Background: an optimization exercise with open tools, aiming at small area and a short achievable clock period. Do not read the settings as production practice.
Where RTL was checked, it was by simulation tests only, not by an equivalence proof against the original.
Only the layout flow was run in runs 1 and 5; the RTL was not checked for function there.

--- config.mk ---
export PLATFORM = sky130hd
export DESIGN_NAME = top_level
export DESIGN_NICKNAME = top_level
export VERILOG_FILES = /design/flow/design.v
export SDC_FILE = /design/flow/constraint.sdc
export NUM_CORES = 4
export LEC_CHECK = 0
export ABC_AREA = 1
export CAP_MARGIN = 20
export CORE_MARGIN = 2
export CORE_UTILIZATION = 65
export PLACE_DENSITY = 0.75
export SLEW_MARGIN = 20
--- constraint.sdc ---
create_clock -name core_clock -period 13.5 [get_ports {clk}]
set_input_delay 2.7000 -clock core_clock [delete_from_list [all_inputs] [get_ports {clk}]]
set_output_delay 2.7000 -clock core_clock [all_outputs]
set_load 0.01 [all_outputs]
--- design.v ---
module top_level(f1,f2,p,in_1,in_2,out,clk,clk2);
input [7:0]in_1, in_2;
input clk;
input clk2;
input [15:0]p;   
input [15:0]f1,f2;  
output [15:0]out;
wire       nz1_d, nz2_d;
wire [2:0] k1_d, k2_d;
wire [6:0] xf1_d, xf2_d;
convert cv1 (.int8(in_1), .nz(nz1_d), .k(k1_d), .xf(xf1_d));
convert cv2 (.int8(in_2), .nz(nz2_d), .k(k2_d), .xf(xf2_d));
reg        nz1, nz2, s1, s2;
reg  [4:0] e1, e2;
reg  [6:0] xf1, xf2;
reg  [9:0] bm1, bm2;
reg  [12:0] t31, t32;    
always @(posedge clk) begin
  t31 <= {2'b00, 1'b1, f1[9:0]} + {1'b0, 1'b1, f1[9:0], 1'b0};
  t32 <= {2'b00, 1'b1, f2[9:0]} + {1'b0, 1'b1, f2[9:0], 1'b0};
  nz1 <= nz1_d;  nz2 <= nz2_d;
  e1  <= f1[14:10] + {2'b00, k1_d};
  e2  <= f2[14:10] + {2'b00, k2_d};
  xf1 <= xf1_d;  xf2 <= xf2_d;
  s1  <= f1[15]; s2  <= f2[15];
  bm1 <= f1[9:0]; bm2 <= f2[9:0];
end
wire [18:7] P1_d, P2_d;
mult mu1 (.xf(xf1), .bm(bm1), .B3(t31), .P(P1_d));
mult mu2 (.xf(xf2), .bm(bm2), .B3(t32), .P(P2_d));
wire [15:0] m1_d, m2_d;
mult_norm mn1 (.nz(nz1), .s(s1), .e0(e1), .P(P1_d), .C(m1_d));
mult_norm mn2 (.nz(nz2), .s(s2), .e0(e2), .P(P2_d), .C(m2_d));
reg [15:0] m1, m2;
always @(posedge clk) begin
  m1 <= m1_d;
  m2 <= m2_d;
end
wire [14:0] sR_d;
wire [4:0]  sLe_d;
wire        sLs_d, sbz_d;
sadd_front sa1 (.A(m1), .B(m2), .R(sR_d), .Le(sLe_d), .Ls(sLs_d), .bz(sbz_d));
reg [14:0] sR;
reg [4:0]  sLe;
reg        sLs, sbz;
always @(posedge clk) begin
  sR  <= sR_d;
  sLe <= sLe_d;
  sLs <= sLs_d;
  sbz <= sbz_d;
end
wire [15:0] S_sum;
normalize  no1 (.R(sR), .Le(sLe), .Ls(sLs), .bz(sbz), .Z(S_sum));
wire [15:0] Y;
wire        ge_d;
wire [4:0]  sha_d, shb_d;
acc_pre ap (.T(S_sum), .p(p), .o(out), .sel(clk2), .Y(Y), .ge(ge_d), .sha(sha_d), .shb(shb_d));
reg [15:0] aA, aB;
reg        age;
reg [4:0]  asha, ashb;
always @(posedge clk) begin
  aA   <= S_sum;
  aB   <= Y;
  age  <= ge_d;
  asha <= sha_d;
  ashb <= shb_d;
end
wire [13:0] oML, oMS;
wire [4:0]  oLe_d, oE1_d;
wire        oLs_d, oop, obz_d;
wire [14:0] oR_d, oR2_d;
shift_adder sa2 (.A(aA), .B(aB), .ge(age), .sha(asha), .shb(ashb), .ML(oML), .MS(oMS), .Le(oLe_d), .Ls(oLs_d), .op(oop), .bz(obz_d));
main_adder  ma2 (.ML(oML), .MS(oMS), .op(oop), .R(oR_d));
norm_hi     nh2 (.R(oR_d), .Le(oLe_d), .R2(oR2_d), .E1(oE1_d));
reg [14:0] oR2;
reg [4:0]  oE1;
reg        oLs, obz;
always @(posedge clk) begin
  oR2 <= oR2_d;
  oE1 <= oE1_d;
  oLs <= oLs_d;
  obz <= obz_d;
end
norm_lo nl2 (.R2(oR2), .E1(oE1), .Ls(oLs), .bz(obz), .Z(out));
endmodule
module convert(int8, nz, k, xf);
input  [7:0] int8;
output       nz;
output [2:0] k;
output [6:0] xf;
wire [7:0] x = int8;
wire [7:0] h;
assign h[7] = x[7];
assign h[6] = ~x[7] & x[6];
assign h[5] = ~|x[7:6] & x[5];
assign h[4] = ~|x[7:5] & x[4];
assign h[3] = ~|x[7:4] & x[3];
assign h[2] = ~|x[7:3] & x[2];
assign h[1] = ~|x[7:2] & x[1];
assign h[0] = ~|x[7:1] & x[0];
genvar j, q;
generate
  for (j = 0; j < 7; j = j + 1) begin : bitj
    wire [7:0] t;
    for (q = 0; q < 8; q = q + 1) begin : pos
      if (j - 7 + q >= 0) begin : v
        assign t[q] = h[q] & x[j - 7 + q];
      end else begin : z
        assign t[q] = 1'b0;
      end
    end
    assign xf[j] = |t;
  end
endgenerate
assign nz = |x;
assign k[2] = |x[7:4];
assign k[1] = h[7] | h[6] | h[3] | h[2];
assign k[0] = h[7] | h[5] | h[3] | h[1];
endmodule
module csa #(parameter W = 19) (A, B, D, S, C);
input  [W-1:0] A, B, D;
output [W-1:0] S, C;
assign S = A ^ B ^ D;
wire [W-1:0] m = (A & B) | (A & D) | (B & D);
assign C = {m[W-2:0], 1'b0};
endmodule
module mult(xf, bm, B3, P);
input  [6:0]  xf;
input  [9:0]  bm;
input  [12:0] B3;
output [18:7] P;
wire [7:0]  a = {1'b1, xf};
wire [12:0] B1 = {2'b00, 1'b1, bm};
wire [12:0] B2 = {1'b0, 1'b1, bm, 1'b0};
wire [12:0] q0, q1, q2, q3;
rowsel u_r0 (.d(a[1:0]), .B1(B1), .B2(B2), .B3(B3), .R(q0));
rowsel u_r1 (.d(a[3:2]), .B1(B1), .B2(B2), .B3(B3), .R(q1));
rowsel u_r2 (.d(a[5:4]), .B1(B1), .B2(B2), .B3(B3), .R(q2));
assign q3 = a[6] ? B3 : B2;
wire [18:0] r0 = {6'd0, q0};
wire [18:0] r1 = {4'd0, q1, 2'd0};
wire [18:0] r2 = {2'd0, q2, 4'd0};
wire [18:0] r3 = {q3[12:0], 6'd0};
wire [18:0] s1, c1, s2, c2;
csa l1 (.A(r0), .B(r1), .D(r2), .S(s1), .C(c1));
csa l2 (.A(s1), .B(c1), .D(r3), .S(s2), .C(c2));
wire [18:0] p = s2 + c2;
assign P = p[18:7];
endmodule
module rowsel(d, B1, B2, B3, R);
input  [1:0]  d;
input  [12:0] B1, B2, B3;
output [12:0] R;
wire h1 = ~d[1] &  d[0];
wire h2 =  d[1] & ~d[0];
wire h3 =  d[1] &  d[0];
assign R = ({13{h1}} & B1) | ({13{h2}} & B2) | ({13{h3}} & B3);
endmodule
module mult_norm(nz, s, e0, P, C);
input         nz;
input         s;
input  [4:0]  e0;
input  [18:7] P;
output [15:0] C;
wire       n  = P[18];
wire [4:0] e1;
adder #(.W(5)) u_e1 (.A(e0), .B(5'd0), .ci(1'b1), .S(e1));
wire [9:0] m  = n ? P[17:8] : P[16:7];
wire [4:0] E  = n ? e1 : e0;
assign C = nz ? {s, E, m} : 16'h0000;
endmodule
module main_adder(ML, MS, op, R);
input  [13:0] ML, MS;
input         op;
output [14:0] R;
adder #(.W(15)) u_add (.A({1'b0, ML}), .B({op, MS ^ {14{op}}}), .ci(op), .S(R));
endmodule
module norm_hi(R, Le, R2, E1);
input  [14:0] R;
input  [4:0]  Le;
output [14:0] R2;
output [4:0]  E1;
wire        z8 = ~|R[14:7];
wire [14:0] Ra = z8 ? {R[6:0], 8'b0} : R;
wire        z4 = ~|Ra[14:11];
wire [14:0] Rb = z4 ? {Ra[10:0], 4'b0} : Ra;
wire        z2 = ~|Rb[14:13];
assign R2 = z2 ? {Rb[12:0], 2'b0} : Rb;
wire [4:0] c [0:7];
genvar j;
generate
  for (j = 0; j < 8; j = j + 1) begin : cand
    adder #(.W(5)) u_c (.A(Le), .B(5'd1 - 5'd2 * j), .ci(1'b0), .S(c[j]));
  end
endgenerate
wire [4:0] e0 = z8 ? (z4 ? c[6] : c[4]) : (z4 ? c[2] : c[0]);
wire [4:0] e1 = z8 ? (z4 ? c[7] : c[5]) : (z4 ? c[3] : c[1]);
assign E1 = z2 ? e1 : e0;
endmodule
module norm_lo(R2, E1, Ls, bz, Z);
input  [14:0] R2;
input  [4:0]  E1;
input         Ls;
input         bz;
output [15:0] Z;
wire        z1 = ~R2[14];
wire [9:0]  mt = z1 ? R2[12:3] : R2[13:4];
wire [4:0]  d1;
adder #(.W(5)) u_d1 (.A(E1), .B(5'd31), .ci(1'b0), .S(d1));
wire [4:0]  E  = z1 ? d1 : E1;
assign Z = bz ? 16'h0000 : {Ls, E, mt};
endmodule
module normalize(R, Le, Ls, bz, Z);
input  [14:0] R;
input  [4:0]  Le;
input         Ls;
input         bz;
output [15:0] Z;
wire [14:0] R2;
wire [4:0]  E1;
norm_hi u_h (.R(R), .Le(Le), .R2(R2), .E1(E1));
norm_lo u_l (.R2(R2), .E1(E1), .Ls(Ls), .bz(bz), .Z(Z));
endmodule
module acc_pre(T, p, o, sel, Y, ge, sha, shb);
input  [15:0] T, p, o;
input         sel;
output [15:0] Y;
output        ge;
output [4:0]  sha, shb;
assign Y = sel ? p : o;
compare_adder #(.W(15)) u_c (.A(T[14:0]), .B(Y[14:0]), .ge(ge));
wire [4:0] dtp, dpt, dto, dot;
adder #(.W(5)) u_tp (.A(T[14:10]), .B(~p[14:10]), .ci(1'b1), .S(dtp));
adder #(.W(5)) u_pt (.A(p[14:10]), .B(~T[14:10]), .ci(1'b1), .S(dpt));
adder #(.W(5)) u_to (.A(T[14:10]), .B(~o[14:10]), .ci(1'b1), .S(dto));
adder #(.W(5)) u_ot (.A(o[14:10]), .B(~T[14:10]), .ci(1'b1), .S(dot));
assign sha = sel ? dtp : dto;
assign shb = sel ? dpt : dot;
endmodule
module compare_adder #(parameter W = 15) (A, B, ge);
input  [W-1:0] A, B;
output         ge;
localparam N = (W <= 1) ? 1 : (W <= 2) ? 2 : (W <= 4) ? 4 : (W <= 8) ? 8 : (W <= 16) ? 16 : 32;
localparam LV = (N == 1) ? 0 : (N == 2) ? 1 : (N == 4) ? 2 : (N == 8) ? 3 : (N == 16) ? 4 : 5;
wire [N-1:0] gt0, lt0;
genvar i, l;
generate
  for (i = 0; i < N; i = i + 1) begin : leaf
    if (i < W) begin : b
      assign gt0[i] = A[i] & ~B[i];
      assign lt0[i] = ~A[i] & B[i];
    end else begin : z
      assign gt0[i] = 1'b0;
      assign lt0[i] = 1'b0;
    end
  end
  for (l = 0; l <= LV; l = l + 1) begin : lvl
    wire [(N >> l)-1:0] gt, lt;
    if (l == 0) begin : base
      assign gt = gt0;
      assign lt = lt0;
    end else begin : comb
      for (i = 0; i < (N >> l); i = i + 1) begin : node
        wire gh = lvl[l-1].gt[2*i+1], lh = lvl[l-1].lt[2*i+1];
        wire gl = lvl[l-1].gt[2*i],   ll = lvl[l-1].lt[2*i];
        assign gt[i] = gh | (~lh & gl);
        assign lt[i] = lh | (~gh & ll);
      end
    end
  end
endgenerate
assign ge = ~lvl[LV].lt[0];
endmodule
module shift_adder(A, B, ge, sha, shb, ML, MS, Le, Ls, op, bz);
input  [15:0] A, B;
input         ge;
input  [4:0]  sha, shb;
output [13:0] ML, MS;
output [4:0]  Le;
output        Ls;
output        op;
output        bz;
wire [15:0] L = ge ? A : B;
wire [9:0]  Sm = ge ? B[9:0] : A[9:0];
wire [4:0]  sh = ge ? sha : shb;
assign ML = {1'b1, L[9:0], 3'b000};
assign MS = {1'b1, Sm, 3'b000} >> sh;
assign Le = L[14:10];
assign Ls = L[15];
assign op = A[15] ^ B[15];
assign bz = (A == 16'h0000) & (B == 16'h0000);
endmodule
module sadd_front(A, B, R, Le, Ls, bz);
input  [15:0] A, B;
output [14:0] R;
output [4:0]  Le;
output        Ls;
output        bz;
wire ge;
compare_adder #(.W(15)) u_c (.A(A[14:0]), .B(B[14:0]), .ge(ge));
wire [4:0] d_ab, d_ba;
adder #(.W(5)) u_ab (.A(A[14:10]), .B(~B[14:10]), .ci(1'b1), .S(d_ab));
adder #(.W(5)) u_ba (.A(B[14:10]), .B(~A[14:10]), .ci(1'b1), .S(d_ba));
wire [13:0] MSa = {1'b1, B[9:0], 3'b000} >> d_ab;
wire [13:0] MSb = {1'b1, A[9:0], 3'b000} >> d_ba;
wire [15:0] L  = ge ? A : B;
wire [13:0] MS = ge ? MSa : MSb;
wire        op = A[15] ^ B[15];
main_adder u_add (.ML({1'b1, L[9:0], 3'b000}), .MS(MS), .op(op), .R(R));
assign Le = L[14:10];
assign Ls = L[15];
assign bz = (A == 16'h0000) & (B == 16'h0000);
endmodule
module adder #(parameter W = 15) (A, B, ci, S);
input  [W-1:0] A, B;
input          ci;
output [W-1:0] S;
localparam LV = (W <= 2) ? 1 : (W <= 4) ? 2 : (W <= 8) ? 3 : (W <= 16) ? 4 : 5;
wire [W:0] g0 = {A & B, ci};
wire [W:0] p0 = {A ^ B, 1'b0};
genvar i, l;
generate
  for (l = 0; l <= LV; l = l + 1) begin : lvl
    wire [W:0] g, p;
    if (l == 0) begin : base
      assign g = g0;
      assign p = p0;
    end else begin : comb
      for (i = 0; i <= W; i = i + 1) begin : node
        if ((i >> (l-1)) & 1) begin : op
          localparam integer J = ((i >> (l-1)) << (l-1)) - 1;
          assign g[i] = lvl[l-1].g[i] | (lvl[l-1].p[i] & lvl[l-1].g[J]);
          assign p[i] = lvl[l-1].p[i] & lvl[l-1].p[J];
        end else begin : pass
          assign g[i] = lvl[l-1].g[i];
          assign p[i] = lvl[l-1].p[i];
        end
      end
    end
  end
endgenerate
assign S = p0[W:1] ^ lvl[LV].g[W-1:0];
endmodule
module mux(in1, in2, sel, out);
input  [15:0] in1, in2;
input         sel;
output [15:0] out;
assign out = sel ? in2 : in1;
endmodule
--- flow/run.sh ---
#!/bin/bash
set -euo pipefail
bash standard.sh synth > synth.log 2>&1
bash standard.sh SETUP_SLACK_MARGIN=9 TNS_END_PERCENT=0 "BUFFER_PORTS_ARGS=-buffer_cell sky130_fd_sc_hd__buf_2" finish > layout.log 2>&1
--- standard.sh ---
#!/bin/bash
# synth_recipe.tcl (not shown) runs the flow's synth.tcl, then flattens the netlist and writes it again
# the make line also repeats each setting of config.mk as NAME=value (left out here)
make -C /OpenROAD-flow-scripts/flow DESIGN_CONFIG=/design/flow/config.mk WORK_HOME=/design/flow/orfs CLKGATE_MAP_FILE= SYNTH_SCRIPT=/design/flow/synth_recipe.tcl "${@:-finish}"
==> impl_metrics.env, run 1 <==
export IMPL_multi_input_area_um2=11400
export IMPL_first_global_vias=15000
export IMPL_synth_edf_count=0
export IMPL_root_buffer="clkbuf_16"
export IMPL_vias=16300
export IMPL_synth_avg_cell_area_um2=6.80
export IMPL_grt_max_degree=41
export IMPL_clk_latency_ns=0.45
export IMPL_hold_viol_final=0
export IMPL_cts_tree="built"
export IMPL_yosysSeqAreaShare_pct=22.6
export IMPL_vias_per_cell=5.72
export IMPL_finalWeightedCongestion=0.955
export IMPL_port_buffers=81
export IMPL_core_um2=25100
export IMPL_ys_flop_type="dfxtp_1"
export IMPL_grt_total_usage_pct=32.5
export IMPL_routed_wl_um=43800
export IMPL_path_class="flip-flop to output port"
export IMPL_register_area_um2=3760
export IMPL_syn_nets=2694
export IMPL_cts_sinks=187
export IMPL_postCtsHoldBufs=0
export IMPL_path_max_fanout=19
export IMPL_finalCriticalPeriod_ns=4.62
export IMPL_async_flop_share_pct=0
export IMPL_nFillCells=2093
export IMPL_dr_pass1_iters=8
export IMPL_grt_ovfl_total=0
export IMPL_layout_drive_gt1_share_pct=11.8
export IMPL_fin_skew_ns=0.0155
export IMPL_yosysUniqueCellTypes=58
export IMPL_end_kind="output port"
export IMPL_post_dp_hpwl_um=33600
export IMPL_clk_pin_slew_ns=0.07
export IMPL_nNetsFinal=2775
export IMPL_num_io_pins=82
export IMPL_rsz0062_at_grt="true"
export IMPL_wl_per_cell_um=15.3
export IMPL_finalCritPeriodShare_pct=34.2
export IMPL_grt_pass1_wl_um=70900
export IMPL_start_util_pct=65.9
export IMPL_min_path_type="flip-flop to flip-flop"
export IMPL_syn_to_final_growth_pct=11.4
export IMPL_hp_start="s1"
export IMPL_dieArea_um2=26700
export IMPL_ys_ff_latch=187
export IMPL_rows=58
export IMPL_die_h_um=164
export IMPL_die_w_um=164
export IMPL_drt_iter0_drc=1653
export IMPL_slew_violations=0
export IMPL_setup_worst_path_start_class="flip-flop"
export IMPL_ant_nets=0
export IMPL_fmax_mhz=216
export IMPL_fin_setup_tns_ns=0
export IMPL_tightest_slew_ns=0.955
export IMPL_hold_slack_ns=0.413
export IMPL_cp_data_arrival_time_ns=1.92
export IMPL_post_route_drc_count=0
export IMPL_netlist_instances=2431
export IMPL_status="finished clean"
export IMPL_place_area_um2=17100
export IMPL_clk_path_buf_depth=2
export IMPL_fin_area_um2=18400
export IMPL_worstPathRequired_ns=10.80
export IMPL_maxSlewHeadroom_pct=35.7
export IMPL_rr_startpoint="age"
export IMPL_maxCapViolations=0
export IMPL_startpoint="oR2[14]"
export IMPL_cts_buffers=17
export IMPL_synth_area_um2=16500
export IMPL_antenna_found_initial=1
export IMPL_htree_levels=4
export IMPL_synth_warnings=2
export IMPL_final_setup_viol_count=0
[critical path, stage by stage, from the launching register on]
cell      delay [ns]
dfxtp_2         0.41
clkinv_4        0.17
nor2_1          0.06
nor3_1          0.57
buf_2           0.25
[per-layer routing]
layer,GRT usage [%],part of all wire [%],routed length (um)
met5,0,0,0
met4,10.5,3.3,1460
met3,4.49,6.7,2910
met2,55.8,47,20600
met1,42.4,43,18800
[sequential cells by signal, indices dropped and copies added (netlist names), 4 cells and up]
register and count:
aA 16, aB 16, m1 16, m2 16, sR 15, t31 13
t32 13, oR2 12, bm1 9, bm2 9, xf1 7, xf2 7
ashb 5, e1 5, e2 5, oE1 5, sLe 5, asha 4
[layout by cell type (no fill, tap or decap), drive strengths merged, types with 92 or more instances in the layout]
cell type and instances:
dfxtp 187, nor2 211, buf 123, inv 367, o21ai 215, nand3 119, xor2 92, a21oi 128
ha 139, nand2 576
[kinds of logic after synthesis]
logic type                 share of synthesized area [%]
adders and majority gates                           17.5
xor gates and xnor gates                            6.35
DFF                                                 22.6
and+or+nand+nor                                     25.3
AOI/OAI and AO/OA                                   16.9
buffers and inverters                               10.2
muxes                                              0.968
[path summary, 6_finish.rpt]
check | slack, ns | endpoint | depth (start not counted)
worst max register to register | 8.95 | oR2[10] | 29
worst min-delay path | 0.41 | m1[15] | 2
worst min register to register | 0.41 | m1[15] | 2
worst max-delay path | 8.88 | out[10] | 4
[cell type report]
| cell class | instances | share of cell area, % |
|---|---|---|
| Multi-Input combinational cell | 1810 | 61.9 |
| Inverter | 369 | 7.72 |
| Tap cell | 330 | 2.24 |
| Timing Repair inverter | 2 | 0.0815 |
| Sequential cell | 187 | 20.4 |
| Antenna cell | 2 | 0.0272 |
| Clock inverter | 14 | 0.903 |
| Clock buffer | 17 | 2.31 |
| Timing Repair Buffer | 125 | 4.47 |
[per-stage QoR]
stage	worst slack, ns	utilization, %	cells
4_1_cts	8.80	71.4	2826
2_1_floorplan	9.12	-	2431
3_3_place_gp	8.39	68.1	2782
5_1_grt	8.68	73.4	2854
3_5_place_dp	8.14	68.1	2782
6_report	8.88	73.4	2856
[timing repair]
item / CTS / global route
setup buffers: 11 / 26
endpoints found under the setup margin: 66 / 74
cloned: 2 / 2
resized for setup: 35 / 77
pin swaps: 6 / 19
[synthesized netlist by cell type, drive strengths merged (10+ instances only)]
master / number / area [um2]
a21oi: 128 / 644
a31oi: 13 / 81.3
buf: 25 / 153
clkbuf: 40 / 150
dfxtp: 187 / 3740
fa: 58 / 1160
ha: 139 / 1740
inv: 365 / 1380
mux2i: 16 / 160
nand2: 576 / 2220
nand3: 119 / 626
nand4: 20 / 125
nor2: 211 / 852
nor3: 24 / 120
nor4: 10 / 62.6
o21ai: 215 / 1090
o21bai: 14 / 105
o221ai: 21 / 184
o22ai: 50 / 313
or2: 16 / 103
xnor2: 28 / 245
xor2: 92 / 806
==> run 2, diff against run 1 <==
--- a/design.v
+++ b/design.v
@@ -229,4 +229,5 @@
 output [4:0]  sha, shb;
-assign Y = sel ? p : o;
-compare_adder #(.W(15)) u_c (.A(T[14:0]), .B(Y[14:0]), .ge(ge));
+wire ge_p, ge_o;
+compare_adder #(.W(15)) u_cp (.A(T[14:0]), .B(p[14:0]), .ge(ge_p));
+compare_adder #(.W(15)) u_co (.A(T[14:0]), .B(o[14:0]), .ge(ge_o));
 wire [4:0] dtp, dpt, dto, dot;
@@ -236,2 +237,4 @@
 adder #(.W(5)) u_ot (.A(o[14:10]), .B(~T[14:10]), .ci(1'b1), .S(dot));
+assign Y   = sel ? p : o;
+assign ge  = sel ? ge_p : ge_o;
 assign sha = sel ? dtp : dto;
==> run 2 against run 1 <==
  * Still clean
  * Core utilization up 0.53 points
  * Critical path depth unchanged
  * Critical endpoint is now out[9]
  * Worst setup slack better by 0.096 ns
  * Final area up 1.0%
==> impl_metrics.env, run 2 <==
export IMPL_vias=16900
export IMPL_drt_iter0_drc=1605
export IMPL_synth_warnings=2
export IMPL_clk_path_buf_depth=2
export IMPL_wl_per_cell_um=16.2
export IMPL_first_global_vias=15500
export IMPL_ys_flop_type="dfxtp_1"
export IMPL_hold_viol_final=0
export IMPL_synth_common_cells="571 x nand2_1, 373 x inv_1, 217 x nor2_1"
export IMPL_cp_data_arrival_time_ns=1.82
export IMPL_syn_to_final_growth_pct=11.9
export IMPL_routed_wl_um=47200
export IMPL_status="finished clean"
export IMPL_path_buf_inv=2
export IMPL_vias_per_cell=5.81
export IMPL_maxCapViolations=0
export IMPL_grt_ovfl_total=0
export IMPL_setup_worst_path_start_class="flip-flop"
export IMPL_post_dp_hpwl_um=36200
export IMPL_crit_family="simple AND/OR/NAND/NOR gates"
export IMPL_synth_edf_count=0
export IMPL_fin_setup_tns_ns=0
export IMPL_clk_pin_slew_ns=0.07
export IMPL_synth_avg_cell_area_um2=6.72
export IMPL_nNetsFinal=2841
export IMPL_rsz0062_at_grt="true"
export IMPL_cpPeakStageDelay_ns=0.47
export IMPL_layout_common_cells="561 x nand2_1, 366 x inv_1, 205 x o21ai_0"
export IMPL_root_buffer="clkbuf_16"
export IMPL_fmax_mhz=221
export IMPL_grt_total_usage_pct=34.3
export IMPL_layout_commonest_cell="nand2_1"
export IMPL_postCtsHoldBufs=0
export IMPL_post_route_drc_count=0
export IMPL_ys_ff_latch=187
export IMPL_netlist_instances=2474
export IMPL_synth_most_common_cell="nand2_1"
export IMPL_cts_buffers=17
export IMPL_ys_top_cells_by_area="dfxtp_1 23%, nand2_1 13%, ha_1 11%"
export IMPL_path_max_fanout=19
export IMPL_yosysUniqueCellTypes=52
export IMPL_synth_top_cell_area_share_pct=22.5
export IMPL_cts_sinks=187
export IMPL_synth_area_leader_cell="dfxtp_1"
export IMPL_antenna_found_initial=2
export IMPL_maxSlewHeadroom_pct=24.9
export IMPL_clk_latency_ns=0.45
export IMPL_grt_max_degree=42
export IMPL_dieArea_um2=26900
export IMPL_final_setup_viol_count=0
export IMPL_crit_chain="inv_4, nor2_1, nor3_1, buf_2"
export IMPL_end_kind="output port"
export IMPL_ant_nets=0
export IMPL_num_io_pins=82
export IMPL_finalWeightedCongestion=0.983
export IMPL_fin_area_um2=18600
export IMPL_cts_tree="built"
export IMPL_core_um2=25200
export IMPL_fin_skew_ns=0.0124
export IMPL_path_class="flip-flop to output port"
export IMPL_min_path_type="flip-flop to flip-flop"
export IMPL_rows=58
export IMPL_tightest_slew_ns=1.12
export IMPL_finalCritPeriodShare_pct=33.5
export IMPL_yosysSeqAreaShare_pct=22.5
export IMPL_dr_pass1_iters=9
export IMPL_die_w_um=164
export IMPL_worstPathRequired_ns=10.80
export IMPL_htree_levels=4
export IMPL_finalCriticalPeriod_ns=4.52
export IMPL_grt_pass1_wl_um=74100
export IMPL_slew_violations=0
export IMPL_async_flop_share_pct=0
export IMPL_n_antenna_cell=0
export IMPL_start_util_pct=66.1
export IMPL_layout_drive_gt1_share_pct=11.1
export IMPL_synth_area_um2=16600
export IMPL_die_h_um=164
export IMPL_slowest_stage="nor3_1"
export IMPL_port_buffers=81
export IMPL_place_area_um2=17200
export IMPL_syn_nets=2747
[run 2: changes by cell type in the layout (fill, tap and decap cells not counted), sizes merged, moves of 8 or more]
cell / delta
a21oi: +17
buf: +10
ha: +10
inv: +20
nor2: +15
o21ai: +8
or2: -8
xor2: -21
[run 2: cell type report]
class                      instances  area [um2]
clock buffer                      20         467
clock inverter                    12         151
fill                            2049        6560
inverter                         386        1490
multi-input combinational       1840       11500
sequential                       187        3760
tap                              330         413
timing repair buffer             134         820
timing repair inverter             2        15.0
[run 2: per-layer routing]
metal | global-route usage (%) | part of all wire [%]
met2 | 59.4 | 48
met1 | 41.5 | 40
met5 | 0 | 0.057
met4 | 16.1 | 4.7
met3 | 5.93 | 7.5
[run 2: worst register-to-register path: cells and delay by family, from the launching register on]
family	cells	cell delay, ns
AO/OA/AOI/OAI	6	1.17
XOR/XNOR	3	0.74
adder cells (fa/ha/maj)	4	1.47
buffers and inverters	2	0.14
flip-flops	1	0.36
AND/OR/NAND/NOR	5	0.52
[run 2: timing repair]
action | 4_1_cts | 5_1_grt
pin swaps | 1 | 25
setup endpoints to repair | 74 | 71
setup buffers | 7 | 43
gates cloned | 0 | 3
resized for setup | 40 | 79
[run 2: logic make-up (layout without fill, tap and decap cells)]
group,count (synthesis),count (layout),synth area share [%]
AOI/OAI and AO/OA,510,510,17.3
buffers and inverters,448,554,10.4
and+or+nand+nor,999,1000,24.9
xor gates and xnor gates,105,105,5.53
adders and majority gates,207,207,18.2
DFF,187,187,22.5
muxes,18,18,1.08
[run 2: worst paths after layout]
| path | startpoint | to | slack, ns | depth (start not counted) |
|---|---|---|---|---|
| max | oR2[14] | out[9] | 8.98 | 4 |
| max reg2reg | m1[12] | sR[8] | 8.98 | 20 |
| min | s1 | m1[15] | 0.42 | 2 |
| min reg2reg | s1 | m1[15] | 0.42 | 2 |
[run 2: per-stage QoR]
step	cells	setup slack, ns	util, %	hold WS, ns
6_report	2911	8.98	73.9	0.416
5_1_grt	2911	8.69	73.9	0.443
4_1_cts	2865	8.80	71.5	0.416
3_5_place_dp	2826	7.58	68.3	0.402
3_3_place_gp	2826	7.85	68.3	0.398
2_1_floorplan	2474	9.22	-	0.388
==> run 3, diff against run 2 <==
--- a/config.mk
+++ b/config.mk
@@ -10,4 +10,4 @@
 export CORE_MARGIN = 2
-export CORE_UTILIZATION = 65
-export PLACE_DENSITY = 0.75
+export CORE_UTILIZATION = 55
+export PLACE_DENSITY = 0.7
 export SLEW_MARGIN = 20
==> run 3 against run 2 <==
  * Sequential share of layout area decreased by 0.35 points
  * Largest cell class unchanged
  * Critical endpoint is now out[6]
  * Worst hold slack got worse by 0.011 ns
  * Core utilization fell by 10 points
  * Die area rose by 18%
  * Highest routed layer is now met4
  * Critical path depth did not move
  * Non-clock buffer count grew 18
  * Final cell count rose by 2.5%
  * Via count fell by 2.5%
  * Fmax increased by 0.59%
  * Final area up 1.6%
==> impl_metrics.env, run 3 <==
export IMPL_netlist_instances=2474
export IMPL_grt_pass1_wl_um=72900
export IMPL_hold_viol_final=0
export IMPL_synth_warnings=2
export IMPL_ys_top_cells_by_area="dfxtp_1 23%, nand2_1 13%, ha_1 11%"
export IMPL_dieArea_um2=31700
export IMPL_cts_sinks=187
export IMPL_clk_path_buf_depth=2
export IMPL_place_area_um2=17300
export IMPL_post_route_drc_count=0
export IMPL_grt_max_degree=42
export IMPL_ys_ff_latch=187
export IMPL_synth_avg_cell_area_um2=6.72
export IMPL_clk_latency_ns=0.45
export IMPL_synth_top_family_by_area="simple AND/OR/NAND/NOR gates"
export IMPL_yosys_area_share_simple_pct=24.9
export IMPL_maxCapViolations=0
export IMPL_post_dp_hpwl_um=36700
export IMPL_slew_violations=0
export IMPL_ff2ff_setup_slack_ns=9.05
export IMPL_fin_skew_ns=0.0107
export IMPL_ant_nets=0
export IMPL_finalWeightedCongestion=0.961
export IMPL_final_setup_viol_count=0
export IMPL_yosysUniqueCellTypes=52
export IMPL_startpoint="obz"
export IMPL_rr_startpoint="age"
export IMPL_async_flop_share_pct=0
export IMPL_syn_nets=2747
export IMPL_yosysSeqAreaShare_pct=22.5
export IMPL_vias=16500
export IMPL_layout_common_cells="556 x nand2_1, 366 x inv_1, 202 x o21ai_0"
export IMPL_synth_top_cell_area_share_pct=22.5
export IMPL_vias_per_cell=5.53
export IMPL_reg2reg_depth=26
export IMPL_worstPathRequired_ns=10.80
export IMPL_fin_setup_tns_ns=0
export IMPL_yosys_mux_area_fraction_pct=1.08
export IMPL_drt_iter0_drc=1344
export IMPL_core_um2=29700
export IMPL_path_max_fanout=10
export IMPL_htree_levels=4
export IMPL_synth_area_leader_cell="dfxtp_1"
export IMPL_fmax_mhz=222
export IMPL_cts_buffers=17
export IMPL_globalRouteMet3Util_pct=4.52
export IMPL_ys_flop_type="dfxtp_1"
export IMPL_maxSlewHeadroom_pct=33.8
export IMPL_routed_wl_um=47100
export IMPL_nNetsFinal=2858
export IMPL_synth_most_common_cell="nand2_1"
export IMPL_cp_data_arrival_time_ns=1.80
export IMPL_min_path_type="flip-flop to flip-flop"
export IMPL_met2_usage_pct=49.1
export IMPL_synth_xor_area_share_pct=5.53
export IMPL_start_util_pct=56.0
export IMPL_finalCriticalPeriod_ns=4.50
export IMPL_tightest_slew_ns=0.983
export IMPL_antenna_found_initial=0
export IMPL_rows=63
export IMPL_cts_tree="built"
export IMPL_synth_area_um2=16600
export IMPL_die_w_um=178
export IMPL_grt_total_usage_pct=29.0
export IMPL_fin_util_pct=63.7
export IMPL_busiest_layer="met2"
export IMPL_crit_end="out[6]"
export IMPL_synth_compound_area_share_pct=17.3
export IMPL_status="finished clean"
export IMPL_layout_drive_gt1_share_pct=12.0
export IMPL_r2r_end="oR2[6]"
export IMPL_clk_pin_slew_ns=0.07
export IMPL_setup_slack_ns=9.00
export IMPL_globalRouteMet1Util_pct=37.2
export IMPL_root_buffer="clkbuf_16"
export IMPL_setup_worst_path_start_class="flip-flop"
export IMPL_dp_slack_ns=8.28
export IMPL_end_kind="output port"
export IMPL_wl_per_cell_um=15.8
export IMPL_synth_edf_count=0
export IMPL_dr_pass1_iters=6
export IMPL_fin_area_um2=18900
export IMPL_port_buffers=81
export IMPL_grt_ovfl_total=0
export IMPL_rsz0062_at_grt="true"
export IMPL_synth_common_cells="571 x nand2_1, 373 x inv_1, 217 x nor2_1"
export IMPL_num_io_pins=82
export IMPL_die_h_um=178
export IMPL_n_antenna_cell=0
export IMPL_first_global_vias=14800
export IMPL_path_class="flip-flop to output port"
export IMPL_layout_commonest_cell="nand2_1"
export IMPL_finalCritPeriodShare_pct=33.3
export IMPL_hold_depth=2
export IMPL_syn_to_final_growth_pct=13.7
export IMPL_synth_adder_area_share_pct=18.2
## run 3: final cells by class
cell class | instances | area [um2]
Fill cell | 2791 | 10800
Timing Repair inverter | 1 | 7.51
Multi-Input combinational cell | 1840 | 11600
Inverter | 386 | 1490
Clock buffer | 17 | 425
Clock inverter | 12 | 144
Timing Repair Buffer | 152 | 1030
Tap cell | 390 | 488
Sequential cell | 187 | 3750
## run 3: routing by layer
| layer | vias to the layer above | wire length, um |
|---|---|---|
| met3 | 87 | 2620 |
| met5 | - | 0 |
| li1 | 8294 | - |
| met4 | 0 | 1610 |
| met1 | 7543 | 20800 |
| met2 | 573 | 22000 |
## run 3: cell families after synthesis
kind of cell / count (synthesis)
AOI/OAI and AO/OA: 510
xor gates and xnor gates: 105
adders and majority gates: 207
buffers and inverters: 448
DFF: 187
muxes: 18
and+or+nand+nor: 999
## run 3: timing repair
| action | CTS | global route |
|---|---|---|
| gates cloned | 1 | 4 |
| pin swaps | 2 | 28 |
| hold buffers | 0 | 0 |
| gates resized for setup | 35 | 97 |
| setup buffers | 4 | 59 |
| setup endpoints to repair | 75 | 77 |
## run 3: per-stage QoR
step / cells / hold WS [ns]
after detailed placement: 2888 / 0.399
after floorplan: 2474 / 0.388
after CTS: 2922 / 0.408
after global routing: 2985 / 0.427
after global placement: 2888 / 0.390
final: 2985 / 0.405
## run 3: how the worst min path moves through the flow
stage               endpoint  slack (ns)  startpoint
floorplan             aA[15]        0.39         sLs
global placement      aA[15]        0.39         sLs
detailed placement    aA[15]        0.40         sLs
CTS                   aA[15]        0.41         sLs
global route          aA[15]        0.43         sLs
finish                aA[15]        0.40         sLs
## run 3: critical path, stage by stage (launching register included)
cell	delay, ns
dfxtp_1	0.42
inv_2	0.18
o21ai_0	0.11
nor2_1	0.41
buf_2	0.23
==> run 4, diff against run 3 <==
==> flow/run.sh (replaced) <==
#!/bin/bash
set -euo pipefail
bash standard.sh synth > synth.log 2>&1
bash standard.sh SETUP_SLACK_MARGIN=9.2 TNS_END_PERCENT=10 "BUFFER_PORTS_ARGS=-buffer_cell sky130_fd_sc_hd__buf_2" finish > layout.log 2>&1
--- a/config.mk
+++ b/config.mk
@@ -10,4 +10,4 @@
 export CORE_MARGIN = 2
-export CORE_UTILIZATION = 55
-export PLACE_DENSITY = 0.7
+export CORE_UTILIZATION = 65
+export PLACE_DENSITY = 0.75
 export SLEW_MARGIN = 20
==> run 4 against run 3 <==
  * Core utilization increased by 13 points
  * Highest routed layer is now met5
  * Critical endpoint is now out[10]
  * Still clean on timing, DRC and antenna
  * Die area decreased by 15%
  * Worst hold slack improved by 0.010 ns
  * Global-route usage increased by 5.8 points
  * Final area increased by 1.6%
  * Wire length increased by 4.7%
==> impl_metrics.env, run 4 <==
export IMPL_vias=17400
export IMPL_netlist_instances=2474
export IMPL_rsz0062_at_grt="true"
export IMPL_path_max_fanout=19
export IMPL_dieArea_um2=26900
export IMPL_syn_nets=2747
export IMPL_layout_commonest_cell="nand2_1"
export IMPL_finalCriticalPeriod_ns=4.49
export IMPL_ant_nets=0
export IMPL_clk_latency_ns=0.46
export IMPL_dpl_cell_count=2826
export IMPL_post_dp_hpwl_um=36200
export IMPL_nFillCells=1915
export IMPL_die_w_um=164
export IMPL_antenna_found_initial=2
export IMPL_ys_ff_latch=187
export IMPL_syn_to_final_growth_pct=15.6
export IMPL_root_buffer="clkbuf_16"
export IMPL_async_flop_share_pct=0
export IMPL_synth_avg_cell_area_um2=6.72
export IMPL_path_class="flip-flop to output port"
export IMPL_start_util_pct=66.1
export IMPL_ys_flop_type="dfxtp_1"
export IMPL_wl_per_cell_um=16.7
export IMPL_synth_most_common_cell="nand2_1"
export IMPL_min_path_type="flip-flop to flip-flop"
export IMPL_yosysSeqAreaShare_pct=22.5
export IMPL_layout_drive_gt1_share_pct=14.1
export IMPL_synth_edf_count=0
export IMPL_dr_pass1_iters=8
export IMPL_worstPathRequired_ns=10.80
export IMPL_layout_common_cells="554 x nand2_1, 361 x inv_1, 194 x nor2_1"
export IMPL_final_setup_viol_count=0
export IMPL_nNetsFinal=2881
export IMPL_finalWeightedCongestion=0.983
export IMPL_grt_max_degree=42
export IMPL_grt_ovfl_total=0
export IMPL_fin_util_pct=76.4
export IMPL_drt_iter0_drc=1582
export IMPL_synth_area_leader_cell="dfxtp_1"
export IMPL_core_um2=25200
export IMPL_yosysUniqueCellTypes=52
export IMPL_maxSlewHeadroom_pct=24.0
export IMPL_vias_per_cell=5.88
export IMPL_status="finished clean"
export IMPL_ys_top_cells_by_area="dfxtp_1 23%, nand2_1 13%, ha_1 11%"
export IMPL_maxCapViolations=0
export IMPL_synth_top_cell_area_share_pct=22.5
export IMPL_clk_path_buf_depth=2
export IMPL_rows=58
export IMPL_setup_worst_path_start_class="flip-flop"
export IMPL_hold_viol_final=0
export IMPL_cp_data_arrival_time_ns=1.79
export IMPL_fin_skew_ns=0.0151
export IMPL_n_antenna_cell=0
export IMPL_grt_total_usage_pct=34.8
export IMPL_routed_wl_um=49300
export IMPL_cts_sinks=187
export IMPL_synth_area_um2=16600
export IMPL_end_kind="output port"
export IMPL_fmax_mhz=223
export IMPL_cts_buffers=17
export IMPL_grt_pass1_wl_um=75000
export IMPL_slew_violations=0
export IMPL_synth_warnings=2
export IMPL_num_io_pins=82
export IMPL_tightest_slew_ns=1.13
export IMPL_port_buffers=81
export IMPL_first_global_vias=15700
export IMPL_finalCritPeriodShare_pct=33.3
export IMPL_synth_common_cells="571 x nand2_1, 373 x inv_1, 217 x nor2_1"
export IMPL_clk_pin_slew_ns=0.08
export IMPL_die_h_um=164
export IMPL_post_route_drc_count=0
export IMPL_cts_tree="built"
export IMPL_htree_levels=4
export IMPL_postCtsHoldBufs=0
export IMPL_instances_no_fill=2951
export IMPL_fin_setup_tns_ns=0
==> run 4: cell counts after synthesis <==
No cell type changed its count.
==> run 4: metrics by stage <==
stage / hold WS [ns] / area (um2) / setup slack, ns
5_1_grt: 0.443 / 19200 / 8.84
2_1_floorplan: 0.388 / 16600 / 9.22
4_1_cts: 0.416 / 18300 / 9.05
3_5_place_dp: 0.402 / 17200 / 7.58
3_3_place_gp: 0.398 / 17200 / 7.85
6_report: 0.415 / 19200 / 9.01
==> run 4: area by class of cell <==
class / count / area, um2 / area share (%)
inverters: 386 / 1500 / 7.81
repair inverters: 3 / 22.5 / 0.117
multi-input cells: 1840 / 11700 / 60.9
well taps: 330 / 413 / 2.15
flip-flops and latches: 187 / 3770 / 19.6
clock buffers: 20 / 467 / 2.43
repair buffers: 173 / 1180 / 6.15
clock inverters: 12 / 151 / 0.787
==> run 4: kinds of logic (layout without fill, tap and decap cells) <==
kind of cell | count (synthesis) | count (layout) | share of synthesized area [%]
DFF | 187 | 187 | 22.5
AOI/OAI and AO/OA | 510 | 510 | 17.3
muxes | 18 | 18 | 1.08
adders and majority gates | 207 | 207 | 18.2
xor gates and xnor gates | 105 | 105 | 5.53
and+or+nand+nor | 999 | 1000 | 24.9
buffers and inverters | 448 | 594 | 10.4
==> run 4: routing by layer <==
metal  vias up  track usage [%]  part of all wire, %  wire length (um)
met2       855             59.7                   47             23400
met3       213             6.49                  8.1              3970
li1       8326                -                    -                 -
met5         -                0                0.024                12
met4         2             17.7                  5.3              2630
met1      7968             41.5                   39             19300
==> run 4: worst max-delay path, cell delays in order (launching register included) <==
cell and delay, ns:
dfxtp_2 0.40, clkinv_4 0.15, nor2_1 0.08, nor3_2 0.46, buf_2 0.23
==> run 4: what timing repair did <==
action,4_1_cts,5_1_grt
gates resized for setup,71,124
hold endpoints to repair,0,0
setup buffers,25,62
endpoints found under the setup margin,78,84
pin swaps,16,51
cloned,1,5
==> run 4: worst paths after layout <==
| check | depth (start not counted) | to | slack [ns] | from |
|---|---|---|---|---|
| max | 4 | out[10] | 9.01 | oR2[14] |
| min reg2reg | 2 | m1[15] | 0.42 | s1 |
| max reg2reg | 27 | oE1[3] | 9.02 | age |
| min | 2 | m1[15] | 0.42 | s1 |
==> run 5, diff against run 4 <==
--- a/design.v
+++ b/design.v
@@ -229,5 +229,4 @@
 output [4:0]  sha, shb;
-wire ge_p, ge_o;
-compare_adder #(.W(15)) u_cp (.A(T[14:0]), .B(p[14:0]), .ge(ge_p));
-compare_adder #(.W(15)) u_co (.A(T[14:0]), .B(o[14:0]), .ge(ge_o));
+assign Y = sel ? p : o;
+compare_adder #(.W(15)) u_c (.A(T[14:0]), .B(Y[14:0]), .ge(ge));
 wire [4:0] dtp, dpt, dto, dot;
@@ -237,4 +236,2 @@
 adder #(.W(5)) u_ot (.A(o[14:10]), .B(~T[14:10]), .ci(1'b1), .S(dot));
-assign Y   = sel ? p : o;
-assign ge  = sel ? ge_p : ge_o;
 assign sha = sel ? dtp : dto;
@@ -303,10 +300,14 @@
 compare_adder #(.W(15)) u_c (.A(A[14:0]), .B(B[14:0]), .ge(ge));
-wire [4:0] d_ab, d_ba;
-adder #(.W(5)) u_ab (.A(A[14:10]), .B(~B[14:10]), .ci(1'b1), .S(d_ab));
+wire [5:0] d_ab;
+wire [4:0] d_ba;
+adder #(.W(6)) u_ab (.A({1'b0, A[14:10]}), .B(~{1'b0, B[14:10]}), .ci(1'b1), .S(d_ab));
 adder #(.W(5)) u_ba (.A(B[14:10]), .B(~A[14:10]), .ci(1'b1), .S(d_ba));
-wire [13:0] MSa = {1'b1, B[9:0], 3'b000} >> d_ab;
-wire [13:0] MSb = {1'b1, A[9:0], 3'b000} >> d_ba;
-wire [15:0] L  = ge ? A : B;
-wire [13:0] MS = ge ? MSa : MSb;
-wire        op = A[15] ^ B[15];
+wire        gE  = ~d_ab[5];                     
+wire        eqE = (A[14:10] == B[14:10]);
+wire [9:0]  Xm  = gE ? B[9:0] : A[9:0];
+wire [4:0]  sh  = gE ? d_ab[4:0] : d_ba;
+wire [13:0] MX  = {1'b1, Xm, 3'b000} >> sh;
+wire [15:0] L   = ge ? A : B;
+wire [13:0] MS  = (eqE & ~ge) ? {1'b1, A[9:0], 3'b000} : MX;
+wire        op  = A[15] ^ B[15];
 main_adder u_add (.ML({1'b1, L[9:0], 3'b000}), .MS(MS), .op(op), .R(R));
==> flow/run.sh (replaced) <==
#!/bin/bash
set -euo pipefail
bash standard.sh synth > synth.log 2>&1
bash standard.sh SETUP_SLACK_MARGIN=9 TNS_END_PERCENT=0 "BUFFER_PORTS_ARGS=-buffer_cell sky130_fd_sc_hd__buf_2" finish > layout.log 2>&1
==> run 5 against run 4 <==
  * First-iteration DRC count is 2.4% lower
  * Worst setup slack worse by 0.023 ns
  * Non-clock buffer count shrank 45
  * Clock-buffer cell count is 3 lower
  * Critical path depth increased by 17
  * Sequential cell count did not move
  * Final area fell by 5.6%
  * Register-to-register slack worse by 0.04 ns
  * Clock skew up 0.0012 ns
  * Wire length shrank 10%
==> impl_metrics.env, run 5 <==
export IMPL_busiest_layer="met2"
export IMPL_setup_worst_path_start_class="flip-flop"
export IMPL_clk_pin_slew_ns=0.08
export IMPL_globalRouteMet1Util_pct=40.2
export IMPL_post_dp_hpwl_um=33100
export IMPL_postCtsHoldBufs=0
export IMPL_synth_top_cell_area_share_pct=23.2
export IMPL_synth_warnings=2
export IMPL_grt_ovfl_total=0
export IMPL_end_kind="flip-flop"
export IMPL_slew_violations=0
export IMPL_synth_edf_count=0
export IMPL_cts_buffers=17
export IMPL_nNetsFinal=2707
export IMPL_maxCapViolations=0
export IMPL_ys_top_cells_by_area="dfxtp_1 23%, nand2_1 12%, ha_1 11%"
export IMPL_cts_tree="built"
export IMPL_dr_pass1_iters=10
export IMPL_yosysUniqueCellTypes=59
export IMPL_worstPathRequired_ns=13.88
export IMPL_die_h_um=161
export IMPL_grt_pass1_wl_um=69800
export IMPL_status="finished clean"
export IMPL_vias=16100
export IMPL_ys_flop_type="dfxtp_1"
export IMPL_async_flop_share_pct=0
export IMPL_layout_drive_gt1_share_pct=12.1
export IMPL_cp_data_arrival_time_ns=4.90
export IMPL_fin_setup_tns_ns=0
export IMPL_die_w_um=161
export IMPL_path_buf_inv=6
export IMPL_core_um2=24300
export IMPL_ys_ff_latch=187
export IMPL_ant_nets=0
export IMPL_cpPeakStageDelay_ns=0.43
export IMPL_clk_latency_ns=0.45
export IMPL_crit_chain="inv_1, ha_1, nand2_1, o21ai_4, nand2_1, o21ai_4, clkinvlp_4, buf_4, o21ai_0, o21ai_0, o211ai_1, o21ai_0, xor2_1, ha_1, a21oi_2, inv_1, a221oi_4, o21ai_4, inv_1, fa_1, inv_1"
export IMPL_netlist_instances=2348
export IMPL_min_path_type="flip-flop to flip-flop"
export IMPL_layout_common_cells="523 x nand2_1, 342 x inv_1, 179 x dfxtp_1"
export IMPL_root_buffer="clkbuf_16"
export IMPL_crit_top_cell="inv_1"
export IMPL_grt_total_usage_pct=32.6
export IMPL_antenna_found_initial=4
export IMPL_wl_per_cell_um=15.9
export IMPL_finalCritPeriodShare_pct=33.5
export IMPL_tightest_slew_ns=0.879
export IMPL_crit_family="compound AO/OA/AOI/OAI gates"
export IMPL_vias_per_cell=5.77
export IMPL_htree_levels=4
export IMPL_synth_area_leader_cell="dfxtp_1"
export IMPL_first_global_vias=14800
export IMPL_finalWeightedCongestion=1.00
export IMPL_synth_common_cells="535 x nand2_1, 348 x inv_1, 192 x nor2_1"
export IMPL_maxSlewHeadroom_pct=41.2
export IMPL_path_class="flip-flop to flip-flop"
export IMPL_layout_commonest_cell="nand2_1"
export IMPL_synth_most_common_cell="nand2_1"
export IMPL_fin_skew_ns=0.0162
export IMPL_cts_sinks=187
export IMPL_rows=57
export IMPL_path_max_fanout=9
export IMPL_syn_nets=2611
export IMPL_synth_area_um2=16100
export IMPL_synth_avg_cell_area_um2=6.86
export IMPL_port_buffers=81
export IMPL_met2_usage_pct=56.3
export IMPL_syn_to_final_growth_pct=12.7
export IMPL_clk_path_buf_depth=2
export IMPL_num_io_pins=82
export IMPL_hold_viol_final=0
export IMPL_final_setup_viol_count=0
export IMPL_post_route_drc_count=0
export IMPL_dieArea_um2=26100
export IMPL_routed_wl_um=44200
export IMPL_finalCriticalPeriod_ns=4.52
export IMPL_globalRouteMet3Util_pct=5.65
export IMPL_drt_iter0_drc=1544
export IMPL_grt_max_degree=32
export IMPL_slowest_stage="dfxtp_1"
export IMPL_start_util_pct=66.2
export IMPL_yosysSeqAreaShare_pct=23.2
export IMPL_rsz0062_at_grt="true"
export IMPL_fmax_mhz=221
[run 5: path summary, 6_finish.rpt]
kind	startpoint	to	slack [ns]	depth (start not counted)
setup / recovery	m1[13]	sR[7]	8.98	21
hold / removal	s2	m2[15]	0.42	2
setup reg to reg	m1[13]	sR[7]	8.98	21
hold reg to reg	s2	m2[15]	0.42	2
[run 5: cell type report]
type / count / area [um2]
inverter: 360 / 1380
tap: 324 / 405
timing repair buffer: 128 / 845
antenna: 3 / 7.51
clock inverter: 15 / 199
sequential: 187 / 3760
timing repair inverter: 3 / 17.5
clock buffer: 17 / 425
multi-input combinational: 1747 / 11100
fill: 1969 / 6170
[run 5: through the flow]
step                worst slack [ns]  hold slack, ns  instances  instance area (um2)  utilization (%)
floorplan                       9.14           0.388       2348                16100                -
finish                          8.98           0.423       2784                18200             74.6
CTS                             8.72           0.424       2744                17600             72.2
global placement                8.15           0.397       2701                16700             68.6
detailed placement              8.01           0.406       2701                16700             68.6
global route                    8.75           0.450       2781                18100             74.6
[run 5: cell families after synthesis]
group	Yosys count	share of synthesized area [%]
mux	13	0.824
simple gates	956	25.2
compound gates	472	16.9
xor+xnor	106	5.76
flops	187	23.2
buf+inv	417	10.1
fa+ha+maj	197	18.0
[run 5: layer usage]
layer / wire (um) / vias to the layer above
met4: 1820 / 2
met1: 18100 / 7346
li1: - / 7881
met2: 21100 / 705
met3: 3110 / 142
met5: 13 / -
[run 5: timing repair]
item,CTS,global route
pin swaps,5,29
endpoints found under the setup margin,77,80
resized for setup,33,91
buffers inserted,8,31
cloned,3,6
[run 5: worst reg2reg max path, cell delays in order (launching register included)]
cell and delay (ns):
dfxtp_1 0.43, inv_1 0.13, ha_1 0.30, nand2_1 0.19, o21ai_4 0.36, nand2_1 0.17
o21ai_4 0.16, clkinvlp_4 0.18, buf_4 0.17, o21ai_0 0.21, o21ai_0 0.12, o211ai_1 0.17
o21ai_0 0.14, xor2_1 0.16, ha_1 0.36, a21oi_2 0.18, inv_1 0.11, a221oi_4 0.31
o21ai_4 0.09, inv_1 0.09, fa_1 0.38, inv_1 0.05
==> run 6, diff against run 5 <==
--- a/design.v
+++ b/design.v
@@ -13,3 +13,4 @@
 reg        nz1, nz2, s1, s2;
-reg  [4:0] e1, e2;
+reg  [4:0] be1, be2;
+reg  [2:0] k1, k2;
 reg  [6:0] xf1, xf2;
@@ -21,4 +22,4 @@
   nz1 <= nz1_d;  nz2 <= nz2_d;
-  e1  <= f1[14:10] + {2'b00, k1_d};
-  e2  <= f2[14:10] + {2'b00, k2_d};
+  be1 <= f1[14:10]; be2 <= f2[14:10];
+  k1  <= k1_d;      k2  <= k2_d;
   xf1 <= xf1_d;  xf2 <= xf2_d;
@@ -31,4 +32,4 @@
 wire [15:0] m1_d, m2_d;
-mult_norm mn1 (.nz(nz1), .s(s1), .e0(e1), .P(P1_d), .C(m1_d));
-mult_norm mn2 (.nz(nz2), .s(s2), .e0(e2), .P(P2_d), .C(m2_d));
+mult_norm mn1 (.nz(nz1), .s(s1), .e0(be1 + {2'b00, k1}), .P(P1_d), .C(m1_d));
+mult_norm mn2 (.nz(nz2), .s(s2), .e0(be2 + {2'b00, k2}), .P(P2_d), .C(m2_d));
 reg [15:0] m1, m2;
@@ -68,18 +69,12 @@
 wire [13:0] oML, oMS;
-wire [4:0]  oLe_d, oE1_d;
-wire        oLs_d, oop, obz_d;
-wire [14:0] oR_d, oR2_d;
-shift_adder sa2 (.A(aA), .B(aB), .ge(age), .sha(asha), .shb(ashb), .ML(oML), .MS(oMS), .Le(oLe_d), .Ls(oLs_d), .op(oop), .bz(obz_d));
-main_adder  ma2 (.ML(oML), .MS(oMS), .op(oop), .R(oR_d));
-norm_hi     nh2 (.R(oR_d), .Le(oLe_d), .R2(oR2_d), .E1(oE1_d));
-reg [14:0] oR2;
-reg [4:0]  oE1;
-reg        oLs, obz;
-always @(posedge clk) begin
-  oR2 <= oR2_d;
-  oE1 <= oE1_d;
-  oLs <= oLs_d;
-  obz <= obz_d;
-end
-norm_lo nl2 (.R2(oR2), .E1(oE1), .Ls(oLs), .bz(obz), .Z(out));
+wire [4:0]  oLe;
+wire        oLs, oop, obz;
+wire [14:0] oR;
+wire [15:0] out_d;
+shift_adder sa2 (.A(aA), .B(aB), .ge(age), .sha(asha), .shb(ashb), .ML(oML), .MS(oMS), .Le(oLe), .Ls(oLs), .op(oop), .bz(obz));
+main_adder  ma2 (.ML(oML), .MS(oMS), .op(oop), .R(oR));
+normalize   no2 (.R(oR), .Le(oLe), .Ls(oLs), .bz(obz), .Z(out_d));
+reg [15:0] rout;
+always @(posedge clk) rout <= out_d;
+assign out = rout;
 endmodule
@@ -229,4 +224,5 @@
 output [4:0]  sha, shb;
-assign Y = sel ? p : o;
-compare_adder #(.W(15)) u_c (.A(T[14:0]), .B(Y[14:0]), .ge(ge));
+wire ge_p, ge_o;
+compare_adder #(.W(15)) u_cp (.A(T[14:0]), .B(p[14:0]), .ge(ge_p));
+compare_adder #(.W(15)) u_co (.A(T[14:0]), .B(o[14:0]), .ge(ge_o));
 wire [4:0] dtp, dpt, dto, dot;
@@ -236,2 +232,4 @@
 adder #(.W(5)) u_ot (.A(o[14:10]), .B(~T[14:10]), .ci(1'b1), .S(dot));
+assign Y   = sel ? p : o;
+assign ge  = sel ? ge_p : ge_o;
 assign sha = sel ? dtp : dto;
==> flow/run.sh (replaced) <==
#!/bin/bash
# Own layout flow: the standard flow's synthesis script and layout, with these changes
# in how the layout is made:
#  - synthesis leaves the arithmetic to ABC instead of first mapping full
#    and half adders to fixed adder cells (ADDER_MAP_FILE empty); the
#    registers, their names and cell types are the same as the standard
#    synthesis gives;
#  - the port buffers are buf_2 cells instead of the resizer's default pick;
set -euo pipefail
bash standard.sh ADDER_MAP_FILE= synth > synth.log 2>&1
bash standard.sh ADDER_MAP_FILE= SETUP_SLACK_MARGIN=9.7 TNS_END_PERCENT=0 "BUFFER_PORTS_ARGS=-buffer_cell sky130_fd_sc_hd__buf_2" finish > layout.log 2>&1
--- a/config.mk
+++ b/config.mk
@@ -11,2 +11,3 @@
 export CORE_UTILIZATION = 65
+export CTS_BUF_LIST = sky130_fd_sc_hd__clkbuf_8
 export PLACE_DENSITY = 0.75
==> run 6 against run 5 <==
  * Still clean on timing, DRC and antenna
  * Sequential cell count is 3 higher
  * Worst setup slack better by 0.41 ns
  * Wire length increased by 7.7%
  * Critical path type unchanged
==> impl_metrics.env, run 6 <==
export IMPL_routed_wl_um=47600
export IMPL_rows=57
export IMPL_htree_levels=4
export IMPL_clk_pin_slew_ns=0.10
export IMPL_clk_latency_ns=0.48
export IMPL_syn_nets=2886
export IMPL_vias_per_cell=5.65
export IMPL_post_route_drc_count=0
export IMPL_ys_top_cells_by_area="dfxtp_1 23%, nand2_1 20%, inv_1 9.0%"
export IMPL_finalWeightedCongestion=0.975
export IMPL_synth_warnings=2
export IMPL_path_buf_inv=2
export IMPL_grt_pass1_wl_um=73600
export IMPL_yosysSeqAreaShare_pct=23.4
export IMPL_reg2reg_depth=28
export IMPL_slew_violations=0
export IMPL_fin_setup_tns_ns=0
export IMPL_n_antenna_cell=0
export IMPL_vias=18700
export IMPL_nNetsFinal=3030
export IMPL_layout_common_cells="785 x nand2_1, 386 x inv_1, 312 x nor2_1"
export IMPL_path_max_fanout=7
export IMPL_worstPathRequired_ns=13.87
export IMPL_layout_commonest_cell="nand2_1"
export IMPL_synth_edf_count=0
export IMPL_final_setup_viol_count=0
export IMPL_yosysUniqueCellTypes=63
export IMPL_ff2ff_setup_slack_ns=9.39
export IMPL_grt_max_degree=31
export IMPL_netlist_instances=2820
export IMPL_grt_total_usage_pct=33.8
export IMPL_r2r_end="rout[13]"
export IMPL_async_flop_share_pct=0
export IMPL_synth_most_common_cell="nand2_1"
export IMPL_die_h_um=162
export IMPL_slowest_stage="dfxtp_4"
export IMPL_cts_tree="built"
export IMPL_syn_to_final_growth_pct=15.0
export IMPL_cpPeakStageDelay_ns=0.41
export IMPL_tightest_slew_ns=0.953
export IMPL_maxCapViolations=0
export IMPL_dieArea_um2=26300
export IMPL_die_w_um=162
export IMPL_fmax_mhz=244
export IMPL_post_dp_hpwl_um=35500
export IMPL_synth_top_cell_area_share_pct=23.4
export IMPL_antenna_found_initial=0
export IMPL_cp_num_cells=28
export IMPL_port_buffers=81
export IMPL_hold_viol_final=0
export IMPL_drt_iter0_drc=1982
export IMPL_postCtsHoldBufs=0
export IMPL_clk_path_buf_depth=2
export IMPL_place_area_um2=16800
export IMPL_ys_ff_latch=190
export IMPL_core_um2=24500
export IMPL_cts_buffers=17
export IMPL_crit_family="simple AND/OR/NAND/NOR gates"
export IMPL_finalCritPeriodShare_pct=30.4
export IMPL_crit_end="rout[13]"
export IMPL_rr_startpoint="ashb[0]"
export IMPL_num_io_pins=82
export IMPL_status="finished clean"
export IMPL_synth_common_cells="848 x nand2_1, 390 x inv_1, 334 x nor2_1"
export IMPL_start_util_pct=66.6
export IMPL_ant_nets=0
export IMPL_root_buffer="clkbuf_8"
export IMPL_path_class="flip-flop to flip-flop"
export IMPL_layout_drive_gt1_share_pct=15.9
export IMPL_finalCriticalPeriod_ns=4.11
export IMPL_ys_flop_type="dfxtp_1"
export IMPL_crit_top_cell="nand2_2"
export IMPL_synth_area_um2=16300
export IMPL_dr_pass1_iters=8
export IMPL_maxSlewHeadroom_pct=35.9
export IMPL_end_kind="flip-flop"
export IMPL_hold_slack_ns=0.416
export IMPL_fin_area_um2=18700
export IMPL_rsz0062_at_grt="true"
export IMPL_grt_ovfl_total=0
export IMPL_cts_sinks=190
export IMPL_synth_area_leader_cell="dfxtp_1"
export IMPL_cp_data_arrival_time_ns=4.48
export IMPL_wl_per_cell_um=14.4
export IMPL_setup_worst_path_start_class="flip-flop"
export IMPL_min_path_type="flip-flop to flip-flop"
export IMPL_startpoint="ashb[0]"
export IMPL_first_global_vias=16200
export IMPL_synth_avg_cell_area_um2=5.77
export IMPL_fin_skew_ns=0.0187
-- run 6: changes by cell type after synthesis, moves of 15 or more --
cell | previous run | this run
a21oi_1 | 133 | 102
fa_1 | 58 | 0
ha_1 | 139 | 0
inv_1 | 348 | 390
inv_2 | 7 | 22
nand2_1 | 535 | 848
nand3_1 | 124 | 172
nor2_1 | 192 | 334
o21ai_0 | 177 | 210
or2_2 | 9 | 36
xnor2_1 | 27 | 47
-- run 6: through the flow --
step | setup WS, ns | util [%] | std cells
global route | 9.18 | 76.5 | 3301
detailed placement | 8.58 | 68.8 | 3175
CTS | 9.63 | 73.2 | 3252
finish | 9.39 | 76.5 | 3301
floorplan | 9.69 | - | 2820
global placement | 8.77 | 68.8 | 3175
-- run 6: how the worst min path moves through the flow --
stage | depth (start not counted) | end | start | slack (ns)
after floorplan | 2 | aA[15] | sLs | 0.39
after global placement | 2 | aA[15] | sLs | 0.40
after detailed placement | 2 | aA[15] | sLs | 0.42
after CTS | 2 | aA[15] | sLs | 0.42
after global routing | 2 | aA[15] | sLs | 0.45
final | 2 | aA[15] | sLs | 0.42
-- run 6: final cells by class --
| type | instances | area [um2] |
|---|---|---|
| inverter | 416 | 1600 |
| sequential | 190 | 3820 |
| fill | 1975 | 5740 |
| clock buffer | 18 | 248 |
| timing repair inverter | 3 | 18.8 |
| clock inverter | 14 | 106 |
| multi-input combinational | 2165 | 11400 |
| timing repair buffer | 171 | 1160 |
| tap | 324 | 405 |
-- run 6: repair_timing --
item | 4_1_cts | 5_1_grt
gates resized for setup | 88 | 134
pin swaps | 30 | 67
buffers inserted | 40 | 47
setup endpoints to repair | 73 | 76
cloned | 5 | 2
-- run 6: per-layer routing --
layer	global-route usage, %	vias up	wire length [um]
li1	-	9303	-
met1	42.6	8258	19600
met2	59.1	934	22800
met3	3.88	160	3490
met4	13.5	0	1710
met5	0	-	0
-- run 6: cells by family (layout without fill, tap and decap cells) --
| family | count (synthesis) | in the layout | share of synthesized area [%] |
|---|---|---|---|
| AO/OA/AOI/OAI | 482 | 483 | 17.2 |
| XOR/XNOR | 138 | 138 | 7.52 |
| buffers and inverters | 467 | 622 | 11.3 |
| flip-flops | 190 | 190 | 23.4 |
| multiplexers | 11 | 11 | 0.684 |
| AND/OR/NAND/NOR | 1532 | 1533 | 39.9 |
-- run 6: worst min-delay path, stage by stage, from the launching register on --
cell,delay [ns]
dfxtp_1,0.31
inv_1,0.04
nor2_1,0.03

==> separate check: timing with driven ports <==
How much do the figures lean on ideal ports? The routed layouts below were timed once more, with nothing changed but the port constraints. Step 1: set_driving_cell puts a clkbuf_16 on clk and a buf_2 on each other input, an assumption about the parent block. Step 2 moves the port delays by t, midway between the first and last clock arrival at a register: inputs arrive t later, outputs are due t later. That takes back most of the time a late clock gives input paths. a / b / c = ideal / step 1 / step 2; a / b = the first two.
run	t, ns	setup WS [ns]	worst register clock-pin slew, ns	worst slew at a driven data input, ns
run 1	0.491	8.881 / 8.826 / 8.599	0.08 / 0.08	0.09
run 2	0.492	8.976 / 8.922 / 8.743	0.08 / 0.08	0.04
run 3	0.499	9.003 / 8.948 / 8.809	0.07 / 0.07	0.04
run 4	0.505	9.008 / 8.952 / 8.761	0.08 / 0.08	0.04
run 5	0.493	8.984 / 8.959 / 8.739	0.08 / 0.08	0.04
run 6	0.518	9.393 / 9.393 / 9.310	0.11 / 0.11	0.05
After both steps setup and hold are still met in every run listed. For run 1, which loses most, drivers alone change the setup slack by -0.055 ns; drivers and shift together by -0.282 ns.
